Background: an optimization exercise with open tools, aiming at small area. Do not read the settings as production practice. Power and IR drop assume default switching activity.

==> flow/design.v <==
`timescale 1ns / 1ps
module top(
    input clk,
    input reset,
    input start,
    input [7:0] a,
    input [7:0] b,
    output [6:0] seg,
    output [7:0] an
);
reg [14:0] cnt;
reg [2:0] js;       
wire wrap = &cnt;
wire c31 = &cnt[4:0];
wire [4:0] s = cnt[4:0];
always @(posedge clk)
    if (reset) cnt <= 15'd0;
    else cnt <= cnt + 15'd1;
always @(posedge clk)
    if (reset) js <= 3'd0;
    else if (wrap) js <= {js[1:0], ~js[2]};
wire pos0 = ~js[2] & ~js[0];
wire pos1 = ~js[1] &  js[0];
wire pos2 = ~js[2] &  js[1];
wire pos3 =  js[2] &  js[0];
wire pos4 =  js[1] & ~js[0];
wire pos5 =  js[2] & ~js[1];
assign an = {2'b11, ~pos5, ~pos4, ~pos3, ~pos2, ~pos1, ~pos0};
reg p, v;
always @(posedge clk)
    if (reset) begin
        p <= 1'b0;
        v <= 1'b0;
    end else begin
        p <= start | (p & ~(v & c31));
        v <= ~start & (v | (p & c31));
    end
wire run  = p & v & ~start;
wire mult = run & ~s[4] & ~s[3];
wire conv = run & s[4] & ~(s[3] & s[2] & s[1] & s[0]);
wire [3:0] i = s[3:0];
reg [7:0] ap;       
reg [6:0] hp;       
reg [7:0] bp;       
reg sb;             
reg seen;           
wire bb = bp[0] ^ (sb & seen);
wire [7:0] lo = {1'b0, hp} + {1'b0, ap[6:0] & {7{bb}}};
wire [7:0] sum = {lo[7] ^ (ap[7] & ~bb), lo[6:0]};
wire [17:0] r = {ap[2:0], hp, bp};
wire e1  = |i;                         
wire e5  = i[3] | (i[2] & i[1]);       
wire e9  = i[3] & (i[2] | i[1] | i[0]);
wire e13 = i[3] & i[2] & (i[1] | i[0]);
function [3:0] add3(input [3:0] d, input en);
    reg c;
    begin
        c = en & (d[3] | (d[2] & (d[1] | d[0])));
        add3[3] = d[3] | c;
        add3[2] = c ? (d[3] & d[0]) : d[2];
        add3[1] = c ? ((d[1] & d[0]) | (d[3] & ~d[0])) : d[1];
        add3[0] = d[0] ^ c;
    end
endfunction
wire [3:0] o_c  = add3({r[0], r[17:15]}, e1);
wire [3:0] t_c  = add3(r[4:1], e5);
wire [3:0] h_c  = add3(r[8:5], e9);
wire [3:0] th_c = add3(r[12:9], e13);
wire x14 = r[14] ^ ap[7];
wire [17:0] rc = {o_c[2:0] & {3{e1}}, x14, r[13], th_c, h_c, t_c, o_c[3]};
wire [17:0] rn = {rc[16:0], rc[17]};
always @(posedge clk) begin
    if (start) begin
        ap <= a;
        bp <= b;
        hp <= {7{a[7]}};
        sb <= b[7];
        seen <= 1'b0;
    end else if (mult) begin
        hp <= sum[7:1];
        bp <= {sum[0], bp[7:1]};
        seen <= seen | bp[0];
    end else if (conv) begin
        {ap[2:0], hp, bp} <= rn;
        seen <= (seen & e1) | x14;
    end
end
wire [3:0] dig = ({4{pos1 & v}} & {3'd0, r[13]})
               | ({4{pos2 & v}} & r[12:9])
               | ({4{pos3 & v}} & r[8:5])
               | ({4{pos4 & v}} & r[4:1])
               | ({4{pos5 & v}} & {r[0], r[17:15]});
wire w = dig[3], x = dig[2], y = dig[1], z = dig[0];
wire [6:0] dec;
assign dec[0] = (~w & ~x & ~y & z) | (x & ~y & ~z);
assign dec[1] = x & (y ^ z);
assign dec[2] = ~x & y & ~z;
assign dec[3] = (~w & ~x & ~y & z) | (x & ~y & ~z) | (x & y & z);
assign dec[4] = z | (x & ~y);
assign dec[5] = (~w & ~x & z) | (~x & y) | (y & z);
assign dec[6] = (~w & ~x & ~y) | (x & y & z);
wire minus = v & (sb ^ ap[7]) & seen;
assign seg = pos0 ? {~minus, 6'b111111} : dec;
endmodule
export LEC_CHECK = 0
export CAP_MARGIN = 0
export CORE_MARGIN = 2
export CORE_UTILIZATION = 70
export SLEW_MARGIN = 0
create_clock -name core_clock -period 30.0 [get_ports {clk}]
standard.sh (not shown) runs the stock make flow with config.mk's settings and CLKGATE_MAP_FILE= SYNTH_SCRIPT=/design/flow/synth_recipe.tcl, a recipe that flattens the netlist after the stock synthesis.
==> flow/flow/run.sh <==
#!/bin/bash
# Layout flow: the standard ORFS flow (standard.sh's make command) with
#  - synthesis by flow/synth.tcl: synth_recipe.tcl with ABC run on flow/area.abc
#    and no adder pre-mapping (ADDER_MAP_FILE empty), registers unchanged;
#  - buf_1 cells as the port buffers;
#  - CTS without dummy loads.
# Every tool's output goes to the ORFS logs under orfs/logs; make's own
# output goes to make.log here.
set -euo pipefail
W=$(pwd)
export MY_ABC_SCRIPT=$W/flow/area.abc
export ADDER_MAP_FILE=
export BUFFER_PORTS_ARGS="-buffer_cell sky130_fd_sc_hd__buf_1"
export CTS_ARGS="-sink_clustering_enable -sink_clustering_size 50 -sink_clustering_max_diameter 400 -buf_list sky130_fd_sc_hd__clkbuf_8 -repair_clock_nets -dont_use_dummy_load"
sed "s#SYNTH_SCRIPT=[^ ]*#SYNTH_SCRIPT=$W/flow/synth.tcl#" standard.sh > my_standard.sh
grep -q "SYNTH_SCRIPT=$W/flow/synth.tcl" my_standard.sh
bash my_standard.sh > make.log 2>&1
test -s out/final.def
==> flow/flow/area.abc <==
strash
&get -n
&fraig -x
&put
scorr
&get -n
&deepsyn -T 20 -S 2
&put
strash
&get -n
&dch -f
&nf -R 1000
&put
==> flow/flow/synth.tcl <==
# synth_recipe.tcl with ABC's script replaced by $MY_ABC_SCRIPT
proc synth {args} { yosys synth -nofsm -noshare {*}$args }
proc abc {args} {
  set i [lsearch -exact $args -script]
  if { $i >= 0 && [info exists ::env(MY_ABC_SCRIPT)] } {
    lset args [expr {$i + 1}] $::env(MY_ABC_SCRIPT)
  }
  yosys abc {*}$args
}
source $::env(SCRIPTS_DIR)/synth.tcl
# left out here: clear keep_hierarchy, flatten, clean up, hide names made inside functions, write 1_2_yosys.v
The first run passed the timing, design-rule and antenna checks.
Change:
--- a/flow/design.v
+++ b/flow/design.v
@@ -43,6 +43,7 @@
 reg [6:0] hp;       
 reg [7:0] bp;       
-reg sb;             
+reg sgn;            
 reg seen;           
+wire sb = sgn ^ ap[7];
 wire bb = bp[0] ^ (sb & seen);
 wire [7:0] lo = {1'b0, hp} + {1'b0, ap[6:0] & {7{bb}}};
@@ -75,5 +76,5 @@
         bp <= b;
         hp <= {7{a[7]}};
-        sb <= b[7];
+        sgn <= a[7] ^ b[7];
         seen <= 1'b0;
     end else if (mult) begin
@@ -100,5 +101,5 @@
 assign dec[5] = (~w & ~x & z) | (~x & y) | (y & z);
 assign dec[6] = (~w & ~x & ~y) | (x & y & z);
-wire minus = v & (sb ^ ap[7]) & seen;
+wire minus = v & sgn & seen;
 assign seg = pos0 ? {~minus, 6'b111111} : dec;
 endmodule
Flip-flop and latch count is unchanged.
Final area falls slightly.
Setup slack loses 0.021 ns.
Cell count climbs slightly.
Die area is lower slightly.
First-iteration DRC count climbs by roughly a tenth.
Wire length rises by a few percent.
Area after synthesis shrinks slightly.
Total power goes down slightly.
Count of clock-buffer cells in the layout does not change.
Via count goes up by a few percent.
Hold slack got worse by 0.012 ns.
Synthesized cell count went up slightly.
Function was not checked in any run of this note: the RTL went through the layout flow alone.

## port drivers added, routing unchanged
The flow's constraints put no driver on any port. The routed layouts listed below were extracted and timed again, unchanged, in two steps.
Step 1: set_driving_cell puts a clkbuf_16 on clk and a buf_2 on each other input, an assumption about the parent block.
Step 2 also shifts input and output timing later by t, the mid clock arrival at the registers, as if the neighbouring blocks saw the same clock.
Three values: ideal, step 1, step 2; two values: the first two.
| run | t (ns) | setup slack, ns | worst register clock-pin slew, ns |
|---|---|---|---|
| the first run | 0.318 | 21.397 / 21.368 / 21.686 | 0.08 / 0.08 |
| the second run | 0.315 | 21.376 / 21.352 / 21.666 | 0.08 / 0.08 |
After both steps every run listed still meets setup and hold.
